Source: an optimization exercise on an open RTL-to-GDS flow (aim: small area). Production flows keep margins and buffers that such runs may drop. Where RTL was checked, it was by simulation tests only, not by an equivalence proof against the original.

==> build 64 <==
==> flow/design.v (excerpt) <==
module motor1stab(clk, rst,
m1in, m2in, m3in, m4in, ch6ratio, ch3ratio,
m1ratio,m2ratio,m3ratio,m4ratio);
export LEC_CHECK = 0
export CAP_MARGIN = 20
export CORE_MARGIN = 2
export CORE_UTILIZATION = 75
export CTS_BUF_LIST = sky130_fd_sc_hd__clkbuf_8
export CTS_CLUSTER_SIZE = 30
export SLEW_MARGIN = 20
create_clock -name core_clock -period 40.0 [get_ports {clk}]
standard.sh (not shown) runs the stock make flow with config.mk's settings and CLKGATE_MAP_FILE= SYNTH_SCRIPT=/design/flow/synth_recipe.tcl, a recipe that flattens the netlist after the stock synthesis.
==> flow/flow/run.sh <==
#!/bin/bash
# Own layout flow: the standard layout (standard.sh) with four changes:
#  - synthesis runs synth_recipe.tcl with its synth wrapper replaced by
#    flow/synth_proc.tcl: the full/half adders are extracted before synth's
#    abc -fast instead of after it (same passes otherwise, same registers);
#  - the logic is mapped with an area-oriented ABC script (flow/abc_area.script,
#    used as ORFS's abc_area.script with ABC_AREA=1);
#  - the port buffers are sky130_fd_sc_hd__buf_1 cells;
#  - clock tree: clkbuf_16 at the root, clkbuf_4/clkbuf_8 below it, no dummy loads.
# Each step's output goes to its own log file in this folder.
set -euo pipefail
here=$(pwd)
rm -rf "$here/scripts_local"
cp -r "$FLOW_HOME/scripts" "$here/scripts_local"
cp "$here/flow/abc_area.script" "$here/scripts_local/abc_area.script"
first='proc synth {args} { yosys synth -nofsm -noshare {*}$args }'
if [[ "$(head -1 synth_recipe.tcl)" != "$first" ]]; then
  echo "synth_recipe.tcl does not start with the expected synth wrapper" >&2
  exit 1
fi
{ cat "$here/flow/synth_proc.tcl"; tail -n +2 synth_recipe.tcl; } > "$here/own_synth.tcl"
bash standard.sh SCRIPTS_DIR="$here/scripts_local" ABC_AREA=1 SYNTH_SCRIPT="$here/own_synth.tcl" synth > "$here/flow_synth.log" 2>&1
export BUFFER_PORTS_ARGS="-buffer_cell sky130_fd_sc_hd__buf_1"
export CTS_ARGS="-sink_clustering_enable -repair_clock_nets -sink_clustering_size 60 -sink_clustering_max_diameter 400 -root_buf sky130_fd_sc_hd__clkbuf_16 -buf_list {sky130_fd_sc_hd__clkbuf_8 sky130_fd_sc_hd__clkbuf_16} -dont_use_dummy_load"
bash standard.sh finish > "$here/flow_finish.log" 2>&1
Other scripts of this flow, unchanged in this note and not shown: flow/flow/abc_area.script, flow/flow/synth_proc.tcl
==> trial 69 (differences from build 64) <==
--- a/flow/flow/run.sh
+++ b/flow/flow/run.sh
@@ -21,5 +21,5 @@
 { cat "$here/flow/synth_proc.tcl"; tail -n +2 synth_recipe.tcl; } > "$here/own_synth.tcl"
 bash standard.sh SCRIPTS_DIR="$here/scripts_local" ABC_AREA=1 SYNTH_SCRIPT="$here/own_synth.tcl" synth > "$here/flow_synth.log" 2>&1
 export BUFFER_PORTS_ARGS="-buffer_cell sky130_fd_sc_hd__buf_1"
-export CTS_ARGS="-sink_clustering_enable -repair_clock_nets -sink_clustering_size 60 -sink_clustering_max_diameter 400 -root_buf sky130_fd_sc_hd__clkbuf_16 -buf_list {sky130_fd_sc_hd__clkbuf_8 sky130_fd_sc_hd__clkbuf_16} -dont_use_dummy_load"
+export CTS_ARGS="-repair_clock_nets -root_buf sky130_fd_sc_hd__clkbuf_16 -buf_list {sky130_fd_sc_hd__clkbuf_4 sky130_fd_sc_hd__clkbuf_8} -dont_use_dummy_load"
 bash standard.sh finish > "$here/flow_finish.log" 2>&1
==> comparison table <==
quantity                                             trial 69     build 64
First-pass GRT wire length                           93360 um     96080 um
Worst hold slack after final layout                  364.3 ps     359.2 ps
Setup Skew                                           40.16 ps     32.09 ps
Clock buf/inv share                                    1.198%       2.060%
R2R Setup Slk                                        15560 ps     15470 ps
Global-route met1 utilization                          54.66%       56.36%
Run status                           timing/DRC/antenna clean  timing/DRC/antenna clean
Period Utilization, post-route                         95.20%       95.07%
Worst relative slew slack                              25.18%       22.66%
Routed wire length per instance                      23.62 um     24.31 um
Final critical-path required period                  38080 ps     38030 ps
DR WL met3                                            6944 um      7607 um
Capture point of the worst reg-to-reg path             r3[10]        r2[9]
Filler cell count                                        1602         1547
Count of non-filler cells in the finished layout         2564         2562
Data arrival time of the worst path                  30080 ps     30030 ps
Final design utilization                               81.32%       82.01%

========
==> 04-06 <==
Another version of the RTL of motor1stab (not shown whole).
clock: 40.0 ns
lec_check: 0
cap_margin: 10
core_margin: 2
core_utilization: 70
cts_buf_list: sky130_fd_sc_hd__clkbuf_8
cts_cluster_size: 30
gpl_timing_driven: 0
slew_margin: 10
==> flow/flow/run.sh <==
#!/bin/bash
# Own layout flow: the standard layout (standard.sh) with three changes:
#  - synthesis runs synth_recipe.tcl with its synth wrapper replaced by
#    flow/synth_proc.tcl: the full/half adders are extracted before synth's
#    abc -fast instead of after it (same passes otherwise, same registers);
#  - the logic is mapped with an area-oriented ABC script (flow/abc_area.script,
#    used as ORFS's abc_area.script with ABC_AREA=1);
#  - the port buffers are sky130_fd_sc_hd__buf_1 cells.
# Each step's output goes to its own log file in this folder.
set -euo pipefail
here=$(pwd)
rm -rf "$here/scripts_local"
cp -r "$FLOW_HOME/scripts" "$here/scripts_local"
cp "$here/flow/abc_area.script" "$here/scripts_local/abc_area.script"
first='proc synth {args} { yosys synth -nofsm -noshare {*}$args }'
if [[ "$(head -1 synth_recipe.tcl)" != "$first" ]]; then
  echo "synth_recipe.tcl does not start with the expected synth wrapper" >&2
  exit 1
fi
{ cat "$here/flow/synth_proc.tcl"; tail -n +2 synth_recipe.tcl; } > "$here/own_synth.tcl"
bash standard.sh SCRIPTS_DIR="$here/scripts_local" ABC_AREA=1 SYNTH_SCRIPT="$here/own_synth.tcl" synth > "$here/flow_synth.log" 2>&1
export BUFFER_PORTS_ARGS="-buffer_cell sky130_fd_sc_hd__buf_1"
bash standard.sh finish > "$here/flow_finish.log" 2>&1
==> flow/flow/abc_area.script <==
strash
dch -f
map -a
topo
==> flow/flow/synth_proc.tcl <==
# Replaces the first line of synth_recipe.tcl (its synth wrapper). Same synth -nofsm
# -noshare, except that the fine stage extracts the full and half adders (as ORFS's
# synth.tcl does later) before synth's own abc -fast, so that the adder structure of
# the RTL reaches the adder cells. Registers are not touched by this step.
proc synth {args} {
  set i [lsearch -exact $args "fine:"]
  if { $i > 0 && [lindex $args [expr {$i - 1}]] == "-run" } {
    # the fine stage of synth, with the full adders extracted before abc -fast
    set rest [lreplace $args [expr {$i - 1}] $i]
    set top [lindex $rest [expr {[lsearch -exact $rest "-top"] + 1}]]
    set extra {}
    set j [lsearch -exact $rest "-extra-map"]
    if { $j >= 0 } { set extra [list -map [lindex $rest [expr {$j + 1}]]] }
    yosys opt -fast -full
    yosys memory_map
    yosys opt -full
    yosys techmap -map +/techmap.v {*}$extra
    yosys opt -fast
    yosys extract_fa
    yosys techmap -map $::env(ADDER_MAP_FILE)
    yosys techmap
    yosys opt -fast
    yosys abc -fast
    yosys opt -fast
    yosys synth -nofsm -noshare -run check: {*}$rest
  } else {
    yosys synth -nofsm -noshare {*}$args
  }
}
==> inputs of 01-28, as changes to 04-06 <==
--- a/flow/flow/run.sh
+++ b/flow/flow/run.sh
@@ -1,4 +1,4 @@
 #!/bin/bash
-# Own layout flow: the standard layout (standard.sh) with three changes:
+# Own layout flow: the standard layout (standard.sh) with four changes:
 #  - synthesis runs synth_recipe.tcl with its synth wrapper replaced by
 #    flow/synth_proc.tcl: the full/half adders are extracted before synth's
@@ -6,5 +6,7 @@
 #  - the logic is mapped with an area-oriented ABC script (flow/abc_area.script,
 #    used as ORFS's abc_area.script with ABC_AREA=1);
-#  - the port buffers are sky130_fd_sc_hd__buf_1 cells.
+#  - the port buffers are sky130_fd_sc_hd__buf_1 cells;
+#  - after global routing, gates off the critical paths are downsized
+#    (ORFS's RECOVER_POWER step, repair_timing -recover_power).
 # Each step's output goes to its own log file in this folder.
 set -euo pipefail
@@ -21,3 +23,3 @@
 bash standard.sh SCRIPTS_DIR="$here/scripts_local" ABC_AREA=1 SYNTH_SCRIPT="$here/own_synth.tcl" synth > "$here/flow_synth.log" 2>&1
 export BUFFER_PORTS_ARGS="-buffer_cell sky130_fd_sc_hd__buf_1"
-bash standard.sh finish > "$here/flow_finish.log" 2>&1
+bash standard.sh RECOVER_POWER=100 finish > "$here/flow_finish.log" 2>&1
--- a/flow/config.mk
+++ b/flow/config.mk
@@ -6,9 +6,8 @@
 export NUM_CORES = 4
 export LEC_CHECK = 0
-export CAP_MARGIN = 10
+export CAP_MARGIN = 20
 export CORE_MARGIN = 2
 export CORE_UTILIZATION = 70
 export CTS_BUF_LIST = sky130_fd_sc_hd__clkbuf_8
 export CTS_CLUSTER_SIZE = 30
-export GPL_TIMING_DRIVEN = 0
-export SLEW_MARGIN = 10
+export SLEW_MARGIN = 20
==> inputs of 02-14, as changes to 04-06 <==
--- a/flow/flow/run.sh
+++ b/flow/flow/run.sh
@@ -1,4 +1,4 @@
 #!/bin/bash
-# Own layout flow: the standard layout (standard.sh) with three changes:
+# Own layout flow: the standard layout (standard.sh) with four changes:
 #  - synthesis runs synth_recipe.tcl with its synth wrapper replaced by
 #    flow/synth_proc.tcl: the full/half adders are extracted before synth's
@@ -6,5 +6,6 @@
 #  - the logic is mapped with an area-oriented ABC script (flow/abc_area.script,
 #    used as ORFS's abc_area.script with ABC_AREA=1);
-#  - the port buffers are sky130_fd_sc_hd__buf_1 cells.
+#  - the port buffers are sky130_fd_sc_hd__buf_1 cells;
+#  - clock tree: clkbuf_16 at the root, clkbuf_4/clkbuf_8 below it, no dummy loads.
 # Each step's output goes to its own log file in this folder.
 set -euo pipefail
@@ -21,3 +22,4 @@
 bash standard.sh SCRIPTS_DIR="$here/scripts_local" ABC_AREA=1 SYNTH_SCRIPT="$here/own_synth.tcl" synth > "$here/flow_synth.log" 2>&1
 export BUFFER_PORTS_ARGS="-buffer_cell sky130_fd_sc_hd__buf_1"
+export CTS_ARGS="-sink_clustering_enable -repair_clock_nets -sink_clustering_size 30 -root_buf sky130_fd_sc_hd__clkbuf_16 -buf_list {sky130_fd_sc_hd__clkbuf_4 sky130_fd_sc_hd__clkbuf_8} -dont_use_dummy_load"
 bash standard.sh finish > "$here/flow_finish.log" 2>&1
--- a/flow/config.mk
+++ b/flow/config.mk
@@ -6,9 +6,8 @@
 export NUM_CORES = 4
 export LEC_CHECK = 0
-export CAP_MARGIN = 10
+export CAP_MARGIN = 20
 export CORE_MARGIN = 2
-export CORE_UTILIZATION = 70
+export CORE_UTILIZATION = 80
 export CTS_BUF_LIST = sky130_fd_sc_hd__clkbuf_8
 export CTS_CLUSTER_SIZE = 30
-export GPL_TIMING_DRIVEN = 0
-export SLEW_MARGIN = 10
+export SLEW_MARGIN = 20
==> inputs of 03-24, as changes to 04-06 <==
--- a/flow/flow/run.sh
+++ b/flow/flow/run.sh
@@ -1,4 +1,4 @@
 #!/bin/bash
-# Own layout flow: the standard layout (standard.sh) with three changes:
+# Own layout flow: the standard layout (standard.sh) with four changes:
 #  - synthesis runs synth_recipe.tcl with its synth wrapper replaced by
 #    flow/synth_proc.tcl: the full/half adders are extracted before synth's
@@ -6,5 +6,6 @@
 #  - the logic is mapped with an area-oriented ABC script (flow/abc_area.script,
 #    used as ORFS's abc_area.script with ABC_AREA=1);
-#  - the port buffers are sky130_fd_sc_hd__buf_1 cells.
+#  - the port buffers are sky130_fd_sc_hd__buf_1 cells;
+#  - clock tree: clkbuf_16 at the root, clkbuf_4/clkbuf_8 below it, no dummy loads.
 # Each step's output goes to its own log file in this folder.
 set -euo pipefail
@@ -21,3 +22,4 @@
 bash standard.sh SCRIPTS_DIR="$here/scripts_local" ABC_AREA=1 SYNTH_SCRIPT="$here/own_synth.tcl" synth > "$here/flow_synth.log" 2>&1
 export BUFFER_PORTS_ARGS="-buffer_cell sky130_fd_sc_hd__buf_1"
+export CTS_ARGS="-sink_clustering_enable -repair_clock_nets -sink_clustering_size 30 -root_buf sky130_fd_sc_hd__clkbuf_16 -buf_list {sky130_fd_sc_hd__clkbuf_4 sky130_fd_sc_hd__clkbuf_8} -dont_use_dummy_load"
 bash standard.sh finish > "$here/flow_finish.log" 2>&1
--- a/flow/config.mk
+++ b/flow/config.mk
@@ -6,9 +6,8 @@
 export NUM_CORES = 4
 export LEC_CHECK = 0
-export CAP_MARGIN = 10
+export CAP_MARGIN = 20
 export CORE_MARGIN = 2
-export CORE_UTILIZATION = 70
+export CORE_UTILIZATION = 75
 export CTS_BUF_LIST = sky130_fd_sc_hd__clkbuf_8
 export CTS_CLUSTER_SIZE = 30
-export GPL_TIMING_DRIVEN = 0
-export SLEW_MARGIN = 10
+export SLEW_MARGIN = 20
==> qor summary <==
item                                                                         04-06                    03-24                                            01-28                    02-14
X dimension of the die                                                    171.0 µm                 165.4 µm                                         171.0 µm                 160.2 µm
Final design area excluding fillers                                    0.02122 mm²              0.02091 mm²                                      0.02107 mm²              0.02088 mm²
Seq area share                                                              19.08%                   19.36%                                           19.21%                   19.39%
Post-layout utilization of the core                                         76.79%                   80.93%                                           76.27%                   86.35%
Grt met2 use                                                                65.83%                   71.63%                                           65.48%                   77.63%
Number of placement rows                                                        61                       59                                               61                       57
Arr. time, crit path                                                      31040 ps                 30950 ps                                         31020 ps                 31150 ps
Cell area reported after detailed placement                            0.02061 mm²              0.02059 mm²                                      0.02065 mm²              0.02058 mm²
Count of instances resized after the clock tree is built                        10                        0                                                0                        0
Share of layout cells above drive strength 1                                5.007%                   4.599%                                           5.011%                   4.330%
Clock insertion delay at the later pin of the skew report                   480 ps                   390 ps                                           460 ps                   400 ps
Non-clk bufs                                                                   123                      139                                              141                      138
Core outline area                                                      0.02763 mm²              0.02584 mm²                                      0.02763 mm²              0.02418 mm²
Multi-input logic area                                                 0.01456 mm²              0.01446 mm²                                      0.01446 mm²              0.01444 mm²
Initial Util                                                                70.69%                   75.59%                                           70.69%                   80.78%
Met3 routed WL                                                             5020 µm                  6835 µm                                          5750 µm                  7592 µm
Total detailed-routing wirelength                                         56320 µm                 58590 µm                                         56400 µm                 60300 µm
Detailed-routed wire length on met2                                       27280 µm                 27360 µm                                         26830 µm                 27630 µm
Run status                                                 complete, no violations  complete, no violations                         finished with violations  complete, no violations
Reasons for failing layout checks                                                -                        -  max-capacitance violations, max-slew violations                        -
Post-Place Setup Slack                                                    -1486 ps                 308.4 ps                                         168.9 ps                 413.6 ps

========
==> wip/sierra: inputs <==
motor1stab, a different RTL version from the one above (not shown whole).
clock: 40.0 ns
lec_check: 0
abc_area: 1
cap_margin: 20
core_margin: 2
core_utilization: 55
cts_buf_list: sky130_fd_sc_hd__clkbuf_8
slew_margin: 20
run.sh (not shown) runs the stock make flow with config.mk's settings and CLKGATE_MAP_FILE= SYNTH_SCRIPT=/design/flow/synth_recipe.tcl, a recipe that flattens the netlist after the stock synthesis.
Stock flow here: none of the scripts above is used.
==> wip/amber: changes against wip/sierra <==
- ABC_AREA: 1 -> default
- CORE_UTILIZATION: 55 -> 40
- CTS_BUF_LIST: sky130_fd_sc_hd__clkbuf_8 -> default
==> impl_metrics.env <==
export IMPL_final_layout_size_suffix_gt1_share_pct=6.14
export IMPL_antenna_found_initial=1
export IMPL_final_cell_mix="351 x nand2_1, 343 x inv_1, 316 x fa_1"
export IMPL_status="complete, no violations"
export IMPL_die_h_um=247
export IMPL_fin_nets=3186
export IMPL_place_inst=3422
export IMPL_dp_hpwl_um=62500
export IMPL_ff2ff_path_depth=91
export IMPL_drtIter0Drc=1726
(the above is from wip/amber)
==> impl_metrics.env <==
export IMPL_firstDrtPassIters=6
export IMPL_timing_hold_ws_ps=384
export IMPL_synth_area_per_cell_um2=8.10
export IMPL_wl_met1_um=29000
export IMPL_cts_clk_slew_worst_paths_ps=100
export IMPL_place_inst=3385
export IMPL_startpoint="ch6ratio[1]"
export IMPL_ff2ff_path_depth=104
export IMPL_die_h_um=207
export IMPL_fin_ws_ps=4410
export IMPL_tns_ps=0
export IMPL_status="complete, no violations"
export IMPL_cp_start_kind="input port"
export IMPL_max_slew_margin_pct=31.9
export IMPL_final_cell_mix="628 x nand2_1, 543 x inv_1, 316 x fa_1"
export IMPL_drtIter0Drc=1897
export IMPL_final_layout_size_suffix_gt1_share_pct=5.06
export IMPL_grt_start_max_net_pins=67
export IMPL_synth_seq_cells=153
(the above is from wip/sierra)
No functional check of the RTL was part of any run of this note.

-- re-timing with driven ports --
Ports are ideal in the flow. The routed layouts listed here were re-timed in OpenROAD.
Step 1 sets driving cells, clkbuf_16 on the clock port and buf_2 on the other inputs (assumed; they add their load-dependent delay and slew).
Step 2 moves the port delays by t, midway between the first and last clock arrival at a register: inputs arrive t later, outputs are due t later. That takes back most of the time a late clock gives input paths.
a / b / c = ideal ports / drivers / drivers and shift; a / b = the first two.
run	t, ns	setup slack, ns	worst setup path after step 2	pins driven straight from the clock port
build 64	0.464	1.972 / 1.945 / 1.945	input to output	1
trial 69	0.413	1.921 / 1.894 / 1.894	input to output	1
04-06	0.508	0.962 / 0.913 / 0.913	input to output	1
01-28	0.496	0.982 / 0.956 / 0.956	input to output	1
02-14	0.429	0.850 / 0.805 / 0.805	input to output	1
03-24	0.425	1.049 / 1.007 / 1.007	input to output	1
wip/sierra	0.538	4.408 / 4.385 / 4.385	input to output	1
wip/amber	0.502	4.049 / 4.028 / 4.028	input to output	1
The setup slack of 04-06, which loses most, moves by -0.049 ns with the drivers and by -0.049 ns with both steps.
